What follows belongs to an exercise in optimizing a design on an open flow for small area, a short achievable clock period and few clock cycles per item; a production flow would make more cautious choices. At most, simulation tests tie the RTL to the original design; equivalence was not proved. Power figures rest on the tool's default switching activity, not on a simulated workload.

==> harbor: inputs <==
==> flow/design.v <==
module Sbox(
  input [3:0] in,
  output [3:0] out
);
  assign out[0] = (in == 4'h0) | (in == 4'h1) | (in == 4'h2) | (in == 4'h6) | (in == 4'h7) | (in == 4'h9) | (in == 4'hD) | (in == 4'hE);
  assign out[1] = (in == 4'h0) | (in == 4'h1) | (in == 4'h2) | (in == 4'h3) | (in == 4'h4) | (in == 4'h8) | (in == 4'h9) | (in == 4'hC);
  assign out[2] = (in == 4'h1) | (in == 4'h5) | (in == 4'h8) | (in == 4'h9) | (in == 4'hC) | (in == 4'hD) | (in == 4'hE) | (in == 4'hF);
  assign out[3] = (in == 4'h0) | (in == 4'h1) | (in == 4'h4) | (in == 4'h5) | (in == 4'h6) | (in == 4'hA) | (in == 4'hC) | (in == 4'hE);
endmodule
module InvSbox(
  input [3:0] in,
  output [3:0] out
);
  assign out[0] = (in == 4'h0) | (in == 4'h1) | (in == 4'h2) | (in == 4'h4) | (in == 4'h5) | (in == 4'h7) | (in == 4'hC) | (in == 4'hF);
  assign out[1] = (in == 4'h0) | (in == 4'h1) | (in == 4'h2) | (in == 4'h3) | (in == 4'h4) | (in == 4'h8) | (in == 4'h9) | (in == 4'hD);
  assign out[2] = (in == 4'h1) | (in == 4'h4) | (in == 4'h5) | (in == 4'h9) | (in == 4'hA) | (in == 4'hC) | (in == 4'hD) | (in == 4'hE);
  assign out[3] = (in == 4'h0) | (in == 4'h4) | (in == 4'h5) | (in == 4'h6) | (in == 4'h7) | (in == 4'h8) | (in == 4'hD) | (in == 4'hE);
endmodule
module MPrime(
  input [63:0] in,
  output [63:0] out
);
  wire p0a = in[63] ^ in[59];
  wire p0b = in[55] ^ in[51];
  assign out[63] = in[59] ^ p0b;
  assign out[59] = p0a ^ in[55];
  assign out[55] = p0a ^ in[51];
  assign out[51] = in[63] ^ p0b;
  wire p1a = in[62] ^ in[58];
  wire p1b = in[54] ^ in[50];
  assign out[62] = in[62] ^ p1b;
  assign out[58] = in[58] ^ p1b;
  assign out[54] = p1a ^ in[54];
  assign out[50] = p1a ^ in[50];
  wire p2a = in[61] ^ in[57];
  wire p2b = in[53] ^ in[49];
  assign out[61] = p2a ^ in[49];
  assign out[57] = in[61] ^ p2b;
  assign out[53] = in[57] ^ p2b;
  assign out[49] = p2a ^ in[53];
  wire p3a = in[60] ^ in[56];
  wire p3b = in[52] ^ in[48];
  assign out[60] = p3a ^ in[52];
  assign out[56] = p3a ^ in[48];
  assign out[52] = in[60] ^ p3b;
  assign out[48] = in[56] ^ p3b;
  wire p4a = in[47] ^ in[43];
  wire p4b = in[39] ^ in[35];
  assign out[47] = p4a ^ in[39];
  assign out[43] = p4a ^ in[35];
  assign out[39] = in[47] ^ p4b;
  assign out[35] = in[43] ^ p4b;
  wire p5a = in[46] ^ in[42];
  wire p5b = in[38] ^ in[34];
  assign out[46] = in[42] ^ p5b;
  assign out[42] = p5a ^ in[38];
  assign out[38] = p5a ^ in[34];
  assign out[34] = in[46] ^ p5b;
  wire p6a = in[45] ^ in[41];
  wire p6b = in[37] ^ in[33];
  assign out[45] = in[45] ^ p6b;
  assign out[41] = in[41] ^ p6b;
  assign out[37] = p6a ^ in[37];
  assign out[33] = p6a ^ in[33];
  wire p7a = in[44] ^ in[40];
  wire p7b = in[36] ^ in[32];
  assign out[44] = p7a ^ in[32];
  assign out[40] = in[44] ^ p7b;
  assign out[36] = in[40] ^ p7b;
  assign out[32] = p7a ^ in[36];
  wire p8a = in[31] ^ in[27];
  wire p8b = in[23] ^ in[19];
  assign out[31] = p8a ^ in[23];
  assign out[27] = p8a ^ in[19];
  assign out[23] = in[31] ^ p8b;
  assign out[19] = in[27] ^ p8b;
  wire p9a = in[30] ^ in[26];
  wire p9b = in[22] ^ in[18];
  assign out[30] = in[26] ^ p9b;
  assign out[26] = p9a ^ in[22];
  assign out[22] = p9a ^ in[18];
  assign out[18] = in[30] ^ p9b;
  wire p10a = in[29] ^ in[25];
  wire p10b = in[21] ^ in[17];
  assign out[29] = in[29] ^ p10b;
  assign out[25] = in[25] ^ p10b;
  assign out[21] = p10a ^ in[21];
  assign out[17] = p10a ^ in[17];
  wire p11a = in[28] ^ in[24];
  wire p11b = in[20] ^ in[16];
  assign out[28] = p11a ^ in[16];
  assign out[24] = in[28] ^ p11b;
  assign out[20] = in[24] ^ p11b;
  assign out[16] = p11a ^ in[20];
  wire p12a = in[15] ^ in[11];
  wire p12b = in[7] ^ in[3];
  assign out[15] = in[11] ^ p12b;
  assign out[11] = p12a ^ in[7];
  assign out[7] = p12a ^ in[3];
  assign out[3] = in[15] ^ p12b;
  wire p13a = in[14] ^ in[10];
  wire p13b = in[6] ^ in[2];
  assign out[14] = in[14] ^ p13b;
  assign out[10] = in[10] ^ p13b;
  assign out[6] = p13a ^ in[6];
  assign out[2] = p13a ^ in[2];
  wire p14a = in[13] ^ in[9];
  wire p14b = in[5] ^ in[1];
  assign out[13] = p14a ^ in[1];
  assign out[9] = in[13] ^ p14b;
  assign out[5] = in[9] ^ p14b;
  assign out[1] = p14a ^ in[5];
  wire p15a = in[12] ^ in[8];
  wire p15b = in[4] ^ in[0];
  assign out[12] = p15a ^ in[4];
  assign out[8] = p15a ^ in[0];
  assign out[4] = in[12] ^ p15b;
  assign out[0] = in[8] ^ p15b;
endmodule
module PrinceCore(
  input clk,
  input rst,
  input start,
  input en_de,
  input [63:0] data,
  input [127:0] key,
  output [63:0] out,
  output reg done
);
  reg idle, h, fwd, last;
  reg [2:0] m;
  reg [63:0] st;
  reg idle_n, h_n;
  reg [2:0] m_n;
  always @(*) begin
    idle_n = idle; h_n = h; m_n = m;
    if (rst) begin
      idle_n = 1'b1; h_n = 1'b0; m_n = 3'd0;
    end else if (idle) begin
      if (start) begin idle_n = 1'b0; m_n = 3'd1; end
    end else if (!h) begin
      if (m == 3'd5) h_n = 1'b1;
      else m_n = m + 3'd1;
    end else begin
      if (m == 3'd0) begin idle_n = 1'b1; h_n = 1'b0; end
      else m_n = m - 3'd1;
    end
  end
  wire [63:0] k0 = key[127:64];
  wire [63:0] k1 = key[63:0];
  wire [63:0] k0p = {k0[0], k0[63:2], k0[1] ^ k0[63]};
  wire use_k0 = (idle & en_de) | (last & ~en_de);
  wire use_k0p = (idle & ~en_de) | (last & en_de);
  wire [63:0] wk = ({64{use_k0}} & k0) | ({64{use_k0p}} & k0p);
  wire [63:0] alpha = 64'hc0ac29b7c97c50dd;
  reg [63:0] rct;
  always @(*) begin
    rct = 64'h0;
    if (m == 3'd1) rct = 64'h13198a2e03707344;
    if (m == 3'd2) rct = 64'ha4093822299f31d0;
    if (m == 3'd3) rct = 64'h082efa98ec4e6c89;
    if (m == 3'd4) rct = 64'h452821e638d01377;
    if (m == 3'd5) rct = 64'hbe5466cf34e90c6c;
  end
  wire ax = ~(h ^ en_de);
  wire [63:0] kk = k1 ^ rct ^ ({64{ax}} & alpha) ^ wk;
  wire [63:0] s1, a, mo, s2, b, x;
  genvar i;
  generate for (i = 0; i < 16; i = i + 1) begin : g
    Sbox s(.in(st[4*i+3:4*i]), .out(s1[4*i+3:4*i]));
    InvSbox si(.in(mo[4*i+3:4*i]), .out(s2[4*i+3:4*i]));
  end endgenerate
  wire [63:0] st_sri = {st[63:60], st[11:8], st[23:20], st[35:32], st[47:44], st[59:56], st[7:4], st[19:16], st[31:28], st[43:40], st[55:52], st[3:0], st[15:12], st[27:24], st[39:36], st[51:48]};
  assign a = fwd ? s1 : st_sri;
  MPrime mp(.in(a), .out(mo));
  wire [63:0] m_sr = {mo[63:60], mo[43:40], mo[23:20], mo[3:0], mo[47:44], mo[27:24], mo[7:4], mo[51:48], mo[31:28], mo[11:8], mo[55:52], mo[35:32], mo[15:12], mo[59:56], mo[39:36], mo[19:16]};
  assign b = h ? s2 : m_sr;
  assign x = idle ? data : b;
  always @(posedge clk) begin
    idle <= idle_n;
    h <= h_n;
    m <= m_n;
    fwd <= !idle_n && (!h_n || m_n == 3'd5);
    last <= !idle_n && h_n && m_n == 3'd0;
    if (rst) done <= 1'b0;
    else done <= last;
    st <= x ^ kk;
  end
  assign out = st;
endmodule
module prince_top(
  input [63:0] data,
  input [127:0] key,
  input en_de,
  input clk,
  input rst,
  input start,
  output [63:0] out,
  output done);
  PrinceCore core(.clk(clk), .rst(rst), .start(start), .en_de(en_de), .data(data), .key(key),
                  .out(out), .done(done));
endmodule
==> flow/flow/run.sh <==
#!/bin/bash
# The standard layout, with the smallest plain buffer (buf_1) as the port buffer instead of
# the delay buffer that buffer_ports picks on its own. Every port still gets its buffer.
export BUFFER_PORTS_ARGS="-buffer_cell sky130_fd_sc_hd__buf_1"
bash standard.sh > standard.log 2>&1
==> flow/standard.sh <==
#!/bin/bash
# synth_recipe.tcl (not shown) runs the flow's synth.tcl, then flattens the netlist and writes it again
# the make line also repeats each setting of config.mk as NAME=value (left out here)
make -C /OpenROAD-flow-scripts/flow DESIGN_CONFIG=/design/flow/config.mk WORK_HOME=/design/flow/orfs CLKGATE_MAP_FILE= SYNTH_SCRIPT=/design/flow/synth_recipe.tcl "${@:-finish}"
==> flow/config.mk <==
export PLATFORM = sky130hd
export DESIGN_NAME = prince_top
export DESIGN_NICKNAME = prince_top
export VERILOG_FILES = /design/flow/design.v
export SDC_FILE = /design/flow/constraint.sdc
export NUM_CORES = 4
export LEC_CHECK = 0
export CAP_MARGIN = 20
export CORE_MARGIN = 2
export CORE_UTILIZATION = 40
export SETUP_SLACK_MARGIN = 2.8
export SLEW_MARGIN = 20
==> flow/constraint.sdc <==
create_clock -name core_clock -period 5.5 [get_ports {clk}]
set_input_delay 1.1000 -clock core_clock [delete_from_list [all_inputs] [get_ports {clk}]]
set_output_delay 1.1000 -clock core_clock [all_outputs]
set_load 0.01 [all_outputs]
==> yarrow (differences from harbor) <==
--- a/flow/design.v
+++ b/flow/design.v
@@ -21,100 +21,84 @@
   output [63:0] out
 );
-  wire p0a = in[63] ^ in[59];
-  wire p0b = in[55] ^ in[51];
-  assign out[63] = in[59] ^ p0b;
-  assign out[59] = p0a ^ in[55];
-  assign out[55] = p0a ^ in[51];
-  assign out[51] = in[63] ^ p0b;
-  wire p1a = in[62] ^ in[58];
-  wire p1b = in[54] ^ in[50];
-  assign out[62] = in[62] ^ p1b;
-  assign out[58] = in[58] ^ p1b;
-  assign out[54] = p1a ^ in[54];
-  assign out[50] = p1a ^ in[50];
-  wire p2a = in[61] ^ in[57];
-  wire p2b = in[53] ^ in[49];
-  assign out[61] = p2a ^ in[49];
-  assign out[57] = in[61] ^ p2b;
-  assign out[53] = in[57] ^ p2b;
-  assign out[49] = p2a ^ in[53];
-  wire p3a = in[60] ^ in[56];
-  wire p3b = in[52] ^ in[48];
-  assign out[60] = p3a ^ in[52];
-  assign out[56] = p3a ^ in[48];
-  assign out[52] = in[60] ^ p3b;
-  assign out[48] = in[56] ^ p3b;
-  wire p4a = in[47] ^ in[43];
-  wire p4b = in[39] ^ in[35];
-  assign out[47] = p4a ^ in[39];
-  assign out[43] = p4a ^ in[35];
-  assign out[39] = in[47] ^ p4b;
-  assign out[35] = in[43] ^ p4b;
-  wire p5a = in[46] ^ in[42];
-  wire p5b = in[38] ^ in[34];
-  assign out[46] = in[42] ^ p5b;
-  assign out[42] = p5a ^ in[38];
-  assign out[38] = p5a ^ in[34];
-  assign out[34] = in[46] ^ p5b;
-  wire p6a = in[45] ^ in[41];
-  wire p6b = in[37] ^ in[33];
-  assign out[45] = in[45] ^ p6b;
-  assign out[41] = in[41] ^ p6b;
-  assign out[37] = p6a ^ in[37];
-  assign out[33] = p6a ^ in[33];
-  wire p7a = in[44] ^ in[40];
-  wire p7b = in[36] ^ in[32];
-  assign out[44] = p7a ^ in[32];
-  assign out[40] = in[44] ^ p7b;
-  assign out[36] = in[40] ^ p7b;
-  assign out[32] = p7a ^ in[36];
-  wire p8a = in[31] ^ in[27];
-  wire p8b = in[23] ^ in[19];
-  assign out[31] = p8a ^ in[23];
-  assign out[27] = p8a ^ in[19];
-  assign out[23] = in[31] ^ p8b;
-  assign out[19] = in[27] ^ p8b;
-  wire p9a = in[30] ^ in[26];
-  wire p9b = in[22] ^ in[18];
-  assign out[30] = in[26] ^ p9b;
-  assign out[26] = p9a ^ in[22];
-  assign out[22] = p9a ^ in[18];
-  assign out[18] = in[30] ^ p9b;
-  wire p10a = in[29] ^ in[25];
-  wire p10b = in[21] ^ in[17];
-  assign out[29] = in[29] ^ p10b;
-  assign out[25] = in[25] ^ p10b;
-  assign out[21] = p10a ^ in[21];
-  assign out[17] = p10a ^ in[17];
-  wire p11a = in[28] ^ in[24];
-  wire p11b = in[20] ^ in[16];
-  assign out[28] = p11a ^ in[16];
-  assign out[24] = in[28] ^ p11b;
-  assign out[20] = in[24] ^ p11b;
-  assign out[16] = p11a ^ in[20];
-  wire p12a = in[15] ^ in[11];
-  wire p12b = in[7] ^ in[3];
-  assign out[15] = in[11] ^ p12b;
-  assign out[11] = p12a ^ in[7];
-  assign out[7] = p12a ^ in[3];
-  assign out[3] = in[15] ^ p12b;
-  wire p13a = in[14] ^ in[10];
-  wire p13b = in[6] ^ in[2];
-  assign out[14] = in[14] ^ p13b;
-  assign out[10] = in[10] ^ p13b;
-  assign out[6] = p13a ^ in[6];
-  assign out[2] = p13a ^ in[2];
-  wire p14a = in[13] ^ in[9];
-  wire p14b = in[5] ^ in[1];
-  assign out[13] = p14a ^ in[1];
-  assign out[9] = in[13] ^ p14b;
-  assign out[5] = in[9] ^ p14b;
-  assign out[1] = p14a ^ in[5];
-  wire p15a = in[12] ^ in[8];
-  wire p15b = in[4] ^ in[0];
-  assign out[12] = p15a ^ in[4];
-  assign out[8] = p15a ^ in[0];
-  assign out[4] = in[12] ^ p15b;
-  assign out[0] = in[8] ^ p15b;
+  wire p0 = in[63] ^ in[59] ^ in[55] ^ in[51];
+  assign out[63] = p0 ^ in[63];
+  assign out[59] = p0 ^ in[51];
+  assign out[55] = p0 ^ in[55];
+  assign out[51] = p0 ^ in[59];
+  wire p1 = in[62] ^ in[58] ^ in[54] ^ in[50];
+  assign out[62] = p1 ^ in[58];
+  assign out[58] = p1 ^ in[62];
+  assign out[54] = p1 ^ in[50];
+  assign out[50] = p1 ^ in[54];
+  wire p2 = in[61] ^ in[57] ^ in[53] ^ in[49];
+  assign out[61] = p2 ^ in[53];
+  assign out[57] = p2 ^ in[57];
+  assign out[53] = p2 ^ in[61];
+  assign out[49] = p2 ^ in[49];
+  wire p3 = in[60] ^ in[56] ^ in[52] ^ in[48];
+  assign out[60] = p3 ^ in[48];
+  assign out[56] = p3 ^ in[52];
+  assign out[52] = p3 ^ in[56];
+  assign out[48] = p3 ^ in[60];
+  wire p4 = in[47] ^ in[43] ^ in[39] ^ in[35];
+  assign out[47] = p4 ^ in[35];
+  assign out[43] = p4 ^ in[39];
+  assign out[39] = p4 ^ in[43];
+  assign out[35] = p4 ^ in[47];
+  wire p5 = in[46] ^ in[42] ^ in[38] ^ in[34];
+  assign out[46] = p5 ^ in[46];
+  assign out[42] = p5 ^ in[34];
+  assign out[38] = p5 ^ in[38];
+  assign out[34] = p5 ^ in[42];
+  wire p6 = in[45] ^ in[41] ^ in[37] ^ in[33];
+  assign out[45] = p6 ^ in[41];
+  assign out[41] = p6 ^ in[45];
+  assign out[37] = p6 ^ in[33];
+  assign out[33] = p6 ^ in[37];
+  wire p7 = in[44] ^ in[40] ^ in[36] ^ in[32];
+  assign out[44] = p7 ^ in[36];
+  assign out[40] = p7 ^ in[40];
+  assign out[36] = p7 ^ in[44];
+  assign out[32] = p7 ^ in[32];
+  wire p8 = in[31] ^ in[27] ^ in[23] ^ in[19];
+  assign out[31] = p8 ^ in[19];
+  assign out[27] = p8 ^ in[23];
+  assign out[23] = p8 ^ in[27];
+  assign out[19] = p8 ^ in[31];
+  wire p9 = in[30] ^ in[26] ^ in[22] ^ in[18];
+  assign out[30] = p9 ^ in[30];
+  assign out[26] = p9 ^ in[18];
+  assign out[22] = p9 ^ in[22];
+  assign out[18] = p9 ^ in[26];
+  wire p10 = in[29] ^ in[25] ^ in[21] ^ in[17];
+  assign out[29] = p10 ^ in[25];
+  assign out[25] = p10 ^ in[29];
+  assign out[21] = p10 ^ in[17];
+  assign out[17] = p10 ^ in[21];
+  wire p11 = in[28] ^ in[24] ^ in[20] ^ in[16];
+  assign out[28] = p11 ^ in[20];
+  assign out[24] = p11 ^ in[24];
+  assign out[20] = p11 ^ in[28];
+  assign out[16] = p11 ^ in[16];
+  wire p12 = in[15] ^ in[11] ^ in[7] ^ in[3];
+  assign out[15] = p12 ^ in[15];
+  assign out[11] = p12 ^ in[3];
+  assign out[7] = p12 ^ in[7];
+  assign out[3] = p12 ^ in[11];
+  wire p13 = in[14] ^ in[10] ^ in[6] ^ in[2];
+  assign out[14] = p13 ^ in[10];
+  assign out[10] = p13 ^ in[14];
+  assign out[6] = p13 ^ in[2];
+  assign out[2] = p13 ^ in[6];
+  wire p14 = in[13] ^ in[9] ^ in[5] ^ in[1];
+  assign out[13] = p14 ^ in[5];
+  assign out[9] = p14 ^ in[9];
+  assign out[5] = p14 ^ in[13];
+  assign out[1] = p14 ^ in[1];
+  wire p15 = in[12] ^ in[8] ^ in[4] ^ in[0];
+  assign out[12] = p15 ^ in[0];
+  assign out[8] = p15 ^ in[4];
+  assign out[4] = p15 ^ in[8];
+  assign out[0] = p15 ^ in[12];
 endmodule
 module PrinceCore(
CORE_UTILIZATION = 60   (was 40)
SETUP_SLACK_MARGIN = 2.6   (was 2.8)
==> sierra (differences from harbor) <==
SETUP_SLACK_MARGIN = 2.6   (was 2.8)
==> qor summary <==
metric                                                       sierra       harbor      yarrow
Routed via count divided by cell count                         5.98         6.05        6.53
Global-route wire length before repair                      63.0 mm      63.8 mm     55.8 mm
Floorplan Core Area                                      25900 um^2   25900 um^2  16500 um^2
Number of signal-net buffers in the layout                      280          327         295
Post-route minimum period                                   2.86 ns      2.69 ns     2.89 ns
Cell Count, Final, Fillers Out                                 1820         1869        1715
Fraction of synthesized area in multiplexers                 0.0168       0.0168      0.0145
Outcome                                    timing/DRC/antenna clean  timing/DRC/antenna clean  timing/DRC/antenna clean
Sequential cell area                                      1450 um^2    1490 um^2   1460 um^2
Critical path capture point                             core.st[62]  core.st[45]  core.st[9]
Cell count after placement                                     1790         1790        1674
Proportion of cell area spent on the clock network           0.0242       0.0220      0.0228
Library cell appearing most often on the critical path      xnor2_1            -     xnor2_1
Cell with the largest stage delay on the worst path         xnor2_1      dfxtp_1     a22oi_1
GPL Wtd Cong                                                  0.919        0.919       0.988
GR Layer Usage met1                                           0.411        0.421       0.568
Total design power                                         10400 uW     11600 uW    10400 uW
Required time at the worst-slack endpoint                   5.72 ns      5.75 ns     5.73 ns
Testbench counts of yarrow, summed over its fixed seeds: cycles 28,808, items 2,400.
Function not checked in harbor and sierra: the RTL went through the layout flow alone.

## afterwards: timing with drivers on the ports
Ports are ideal in the flow. The routed layouts listed here were re-timed in OpenROAD. Step 1 sets driving cells, clkbuf_16 on the clock port and buf_2 on the other inputs (assumed; they add their load-dependent delay and slew). Step 2 times the ports against the registers' clock, not the clock port: input delays grow and output delays shrink by t, the midpoint of the rising clock arrivals with the driver on. Three values: ideal ports, drivers, drivers and shift; two values: the first two.
run	t (ns)	setup WS [ns]	hold slack, ns	worst setup path at the end	slew at the worst register clock pin (ns)
harbor	0.403	2.806 / 2.806 / 2.495	0.615 / 0.615 / 0.615	input to register	0.07 / 0.07
yarrow	0.397	2.609 / 2.609 / 2.294	0.527 / 0.527 / 0.527	input to register	0.06 / 0.06
sierra	0.406	2.638 / 2.661 / 2.255	0.517 / 0.517 / 0.517	input to register	0.07 / 0.07
After both steps every run listed still meets setup and hold. The setup slack of sierra, which loses most, moves by +0.023 ns with the drivers and by -0.383 ns with both steps.
